Source: an optimization exercise on an open RTL-to-GDS flow (aim: small area). Production flows keep margins and buffers that such runs may drop. Function was checked by simulation only, so behaviour that the tests miss may differ from the original. Power figures rest on the tool's default switching activity, not on a simulated workload.

==> inputs of job 7600 <==
==> flow/design.v <==
module memory #(
  parameter DWIDTH             = 4,
  parameter AWIDTH             = 8
)(
  input                     clk_i,
  input [DWIDTH-1:0]        data_write_i,
  input [AWIDTH-1:0]  data_write_ind_i,
  input                     wrreq_i,
  input [AWIDTH-1:0]  data_read_ind_i,
  input                     rdreq_i,
  output logic [DWIDTH-1:0] readen_out
);
  logic[DWIDTH - 1:0] data[(1 << AWIDTH) - 1:0];
  always_ff @(posedge clk_i)
    begin
      if(wrreq_i)
        begin
          data[data_write_ind_i] <= data_write_i;
        end
    end
  always_ff @(posedge clk_i)
    begin
      if(rdreq_i)
        begin
          readen_out <= data[data_read_ind_i];
        end
    end
endmodule
module fifo #(
  parameter DWIDTH             = 4,
  parameter AWIDTH             = 8,
  parameter SHOWAHEAD          = 1,
  parameter ALMOST_FULL_VALUE  = 6,
  parameter ALMOST_EMPTY_VALUE = 2,
  parameter REGISTER_OUTPUT    = 0
)(
  input                     clk_i,
  input                     srst_i,
  input [DWIDTH-1:0]        data_i,
  input                     wrreq_i,
  input                     rdreq_i,
  output logic [DWIDTH-1:0] q_o,
  output logic              empty_o,
  output logic              full_o,
  output logic [AWIDTH:0]   usedw_o,
  output logic              almost_full_o,
  output logic              almost_empty_o
);
  logic [(AWIDTH):0] read_ind;
  logic [(AWIDTH):0] write_ind;
  logic [AWIDTH:0]                    size;
  logic [DWIDTH-1:0] q_o2;
  logic[(AWIDTH):0] read_ind_memory;
  logic writen_to_empty;
  logic  read_allow;
  assign read_allow      = (rdreq_i || (writen_to_empty));
  memory #(
  .DWIDTH ( DWIDTH ),
  .AWIDTH ( AWIDTH + 1 )
  ) memory_block (
    .clk_i            (clk_i),
    .data_write_i     (data_i),
    .data_write_ind_i (write_ind),
    .wrreq_i          (wrreq_i),
    .data_read_ind_i  (read_ind_memory),
    .rdreq_i          (read_allow),
    .readen_out       (q_o2)
  );
  assign usedw_o = size;
  always_ff @(posedge clk_i)
    begin
      if(srst_i)
        begin
          almost_full_o <= '0;
        end
      else
        begin
          if(rdreq_i && !wrreq_i)
            almost_full_o <= (size - 1 >= ALMOST_FULL_VALUE);
          else
            if(!rdreq_i && wrreq_i)
              almost_full_o <= (size + 1 >= ALMOST_FULL_VALUE);
        end
    end
  always_ff @(posedge clk_i)
    begin
      if(srst_i)
        begin
          almost_empty_o <= '1;
        end
      else
        begin
          if(rdreq_i && !wrreq_i)
            almost_empty_o <= (size - 1 < ALMOST_EMPTY_VALUE);
          else
            if(!rdreq_i && wrreq_i)
              almost_empty_o <= (size + 1 < ALMOST_EMPTY_VALUE);
        end
    end
  always_ff @(posedge clk_i)
    begin
      if(srst_i)
        begin
          read_ind <= '0;
        end
      else
        begin
          if(rdreq_i)
            if(read_ind != (1 << AWIDTH))
              read_ind <= read_ind + 1'b1;
            else
              read_ind <= '0;
        end
    end
  always_ff @(posedge clk_i)
    begin
      if(srst_i)
        begin
          write_ind <= '0;
        end
      else
        begin
          if(wrreq_i)
            if(write_ind != (1 << AWIDTH))
              write_ind <= write_ind + 1'b1;
            else
              write_ind <= '0;
        end
    end
  always_ff @(posedge clk_i)
    begin
      if(srst_i)
        size <= 0;
      else
        begin
          if(!rdreq_i && wrreq_i)
            size <= size + 1;
          else
            if(rdreq_i && !wrreq_i)
              size <= size - 1;
        end
    end
  always_comb
    begin
      if(!rdreq_i)
        read_ind_memory = (read_ind);
      else
        if(read_ind != (1 << AWIDTH))
          read_ind_memory = read_ind + 1'b1;
        else
          read_ind_memory = '0;
    end
  always_comb
    begin
      if(!((read_ind == write_ind || writen_to_empty)))
        q_o = q_o2;
      else
        q_o = '0;
    end
  always_ff @(posedge clk_i)
    begin
      if(srst_i)
        begin
          full_o <= '0;
        end
      else
        begin
          if(size + 1 == (1 << AWIDTH) && wrreq_i && !rdreq_i)
            full_o <= 1'b1;
          else
            if(full_o && rdreq_i)
              full_o <= 1'b0;
        end
    end
  always_ff @(posedge clk_i)
    begin
      if(srst_i)
        begin
          writen_to_empty <= 0;
        end
      else
        begin
          writen_to_empty <= 0;
          if(size == 0)
            begin
              if(wrreq_i)
                writen_to_empty <= 1;
            end
          else
            if(size == 1)
              if(wrreq_i && rdreq_i)
                writen_to_empty <= 1;     
        end
    end
  always_ff @(posedge clk_i)
    begin
      if(srst_i)
        empty_o <= 1;
      else
        begin
          if(size == 0 && !wrreq_i && !rdreq_i)
            empty_o <= 1;
          else
            if(size == 0 && wrreq_i)
              empty_o <= 1;
            else
              if(size == 1 && rdreq_i)
                empty_o <= 1; 
              else
                empty_o <= 0; 
         end
    end
endmodule
==> flow/run.sh <==
#!/bin/bash
# synth_recipe.tcl (not shown) runs the flow's synth.tcl, then flattens the netlist and writes it again
# the make line also repeats each setting of config.mk as NAME=value (left out here)
make -C /OpenROAD-flow-scripts/flow DESIGN_CONFIG=/design/flow/config.mk WORK_HOME=/design/flow/orfs CLKGATE_MAP_FILE= SYNTH_SCRIPT=/design/flow/synth_recipe.tcl finish
==> flow/config.mk <==
export PLATFORM = sky130hd
export DESIGN_NAME = fifo
export DESIGN_NICKNAME = fifo
export VERILOG_FILES = /design/flow/design.v
export SDC_FILE = /design/flow/constraint.sdc
export NUM_CORES = 4
export LEC_CHECK = 0
export CAP_MARGIN = 20
export CORE_MARGIN = 2
export CORE_UTILIZATION = 40
export SLEW_MARGIN = 20
==> flow/constraint.sdc <==
create_clock -name core_clock -period 5.0 [get_ports {clk_i}]
set_input_delay 1.0000 -clock core_clock [delete_from_list [all_inputs] [get_ports {clk_i}]]
set_output_delay 1.0000 -clock core_clock [all_outputs]
set_load 0.01 [all_outputs]
==> job 730 (differences from job 7600) <==
==> flow/design.v (replaced) <==
module memory #(
  parameter DWIDTH = 4,
  parameter AWIDTH = 8
)(
  input                     clk_i,
  input [DWIDTH-1:0]        data_i,
  input                     wrreq_i,
  input [AWIDTH-1:0]        rd_ind_i,
  output logic [DWIDTH-1:0] q_o
);
  logic [DWIDTH-1:0] data [(1 << AWIDTH) - 1:0];
  always_ff @(posedge clk_i)
    if (wrreq_i)
      for (int i = 0; i < (1 << AWIDTH); i++)
        data[(i + 1) % (1 << AWIDTH)] <= (i == 0) ? data_i : data[i];
  assign q_o = data[rd_ind_i];
endmodule
module fifo #(
  parameter DWIDTH             = 4,
  parameter AWIDTH             = 8,
  parameter SHOWAHEAD          = 1,
  parameter ALMOST_FULL_VALUE  = 6,
  parameter ALMOST_EMPTY_VALUE = 2,
  parameter REGISTER_OUTPUT    = 0
)(
  input                     clk_i,
  input                     srst_i,
  input [DWIDTH-1:0]        data_i,
  input                     wrreq_i,
  input                     rdreq_i,
  output logic [DWIDTH-1:0] q_o,
  output logic              empty_o,
  output logic              full_o,
  output logic [AWIDTH:0]   usedw_o,
  output logic              almost_full_o,
  output logic              almost_empty_o
);
  logic [AWIDTH:0]   size;
  logic [DWIDTH-1:0] rd_word;
  memory #(
    .DWIDTH ( DWIDTH ),
    .AWIDTH ( AWIDTH )
  ) memory_block (
    .clk_i   (clk_i),
    .data_i  (data_i),
    .wrreq_i (wrreq_i),
    .rd_ind_i(size[AWIDTH-1:0]),
    .q_o     (rd_word)
  );
  assign usedw_o        = size;
  assign almost_full_o  = (size >= ALMOST_FULL_VALUE);
  assign almost_empty_o = (size < ALMOST_EMPTY_VALUE);
  assign q_o            = empty_o ? '0 : rd_word;
  always_ff @(posedge clk_i)
    if (srst_i)
      size <= '0;
    else if (wrreq_i && !rdreq_i)
      size <= size + 1'b1;
    else if (rdreq_i && !wrreq_i)
      size <= size - 1'b1;
  always_ff @(posedge clk_i)
    if (srst_i)
      full_o <= 1'b0;
    else if (size == (1 << AWIDTH) - 1 && wrreq_i && !rdreq_i)
      full_o <= 1'b1;
    else if (rdreq_i)
      full_o <= 1'b0;
  always_ff @(posedge clk_i)
    if (srst_i)
      empty_o <= 1'b1;
    else
      empty_o <= (size == 0) || (size == 1 && rdreq_i);
endmodule
==> comparison <==
Job 730 finished with setup timing left. Job 7600 passed the timing, DRC and antenna checks. In job 730 the global-route usage is higher than in job 7600, by 12 points. In job 730 the cell area is lower than in job 7600, by 49%. Of job 730 and job 7600, job 7600 has the higher final cell count (gap about 54%, measured against job 7600). In job 730 the sequential power is lower than in job 7600, by 45%.
==> figures <==
Wire length of the first global-routing pass: job 730 252000 um; job 7600 375000 um
Required @ worst endpoint: job 730 4.00 ns; job 7600 5.58 ns
Setup TNS after final layout: job 730 -0.174 ns; job 7600 0 ns
Outcome: job 730 failed layout checks; job 7600 no timing/DRC/antenna violations
Violated checks: job 730 setup timing; job 7600 -
P_int: job 730 16.0 mW; job 7600 29.5 mW
Leakage power summed over all cells: job 730 16.6 nW; job 7600 32.2 nW
Top metal layer carrying routed signals: job 730 met5; job 7600 met4
RSZ-0062 raised after global routing: job 730 yes; job 7600 no
Number of buffers inserted during clock tree synthesis: job 730 109; job 7600 210
Met1 usage: job 730 48.3%; job 7600 32.1%

==> what the ideal ports hide <==
The results above use ideal ports. As a check the final layouts listed here were re-extracted and re-timed, cells and wires unchanged. Step 1 (the two cells are an assumption about what drives the block):
set clk [get_ports {clk_i}]
set_driving_cell -lib_cell sky130_fd_sc_hd__clkbuf_16 $clk
set_driving_cell -lib_cell sky130_fd_sc_hd__buf_2 [delete_from_list [all_inputs] $clk]
Step 2 times the ports against the registers' clock, not the clock port: input delays grow and output delays shrink by t, the midpoint of the rising clock arrivals with the driver on. Slacks: ideal ports / drivers / drivers and shift; pairs: ideal ports / drivers.
| run | shift t [ns] | setup WS [ns] | worst setup path at the end | latest minus earliest clock arrival (ns) | slew at the worst register clock pin (ns) |
|---|---|---|---|---|---|
| job 7600 | 0.929 | 0.339 / 0.339 / -0.392 | input to register | 0.050 / 0.050 | 0.07 / 0.07 |
| job 730 | 0.798 | -0.088 / -0.165 / 0.634 | register to output | 0.029 / 0.029 | 0.07 / 0.07 |
Met with ideal ports but missed after step 2: setup timing in job 7600. The setup slack of job 7600, which loses most, moves by 0.000 ns with the drivers and by -0.731 ns with both steps.
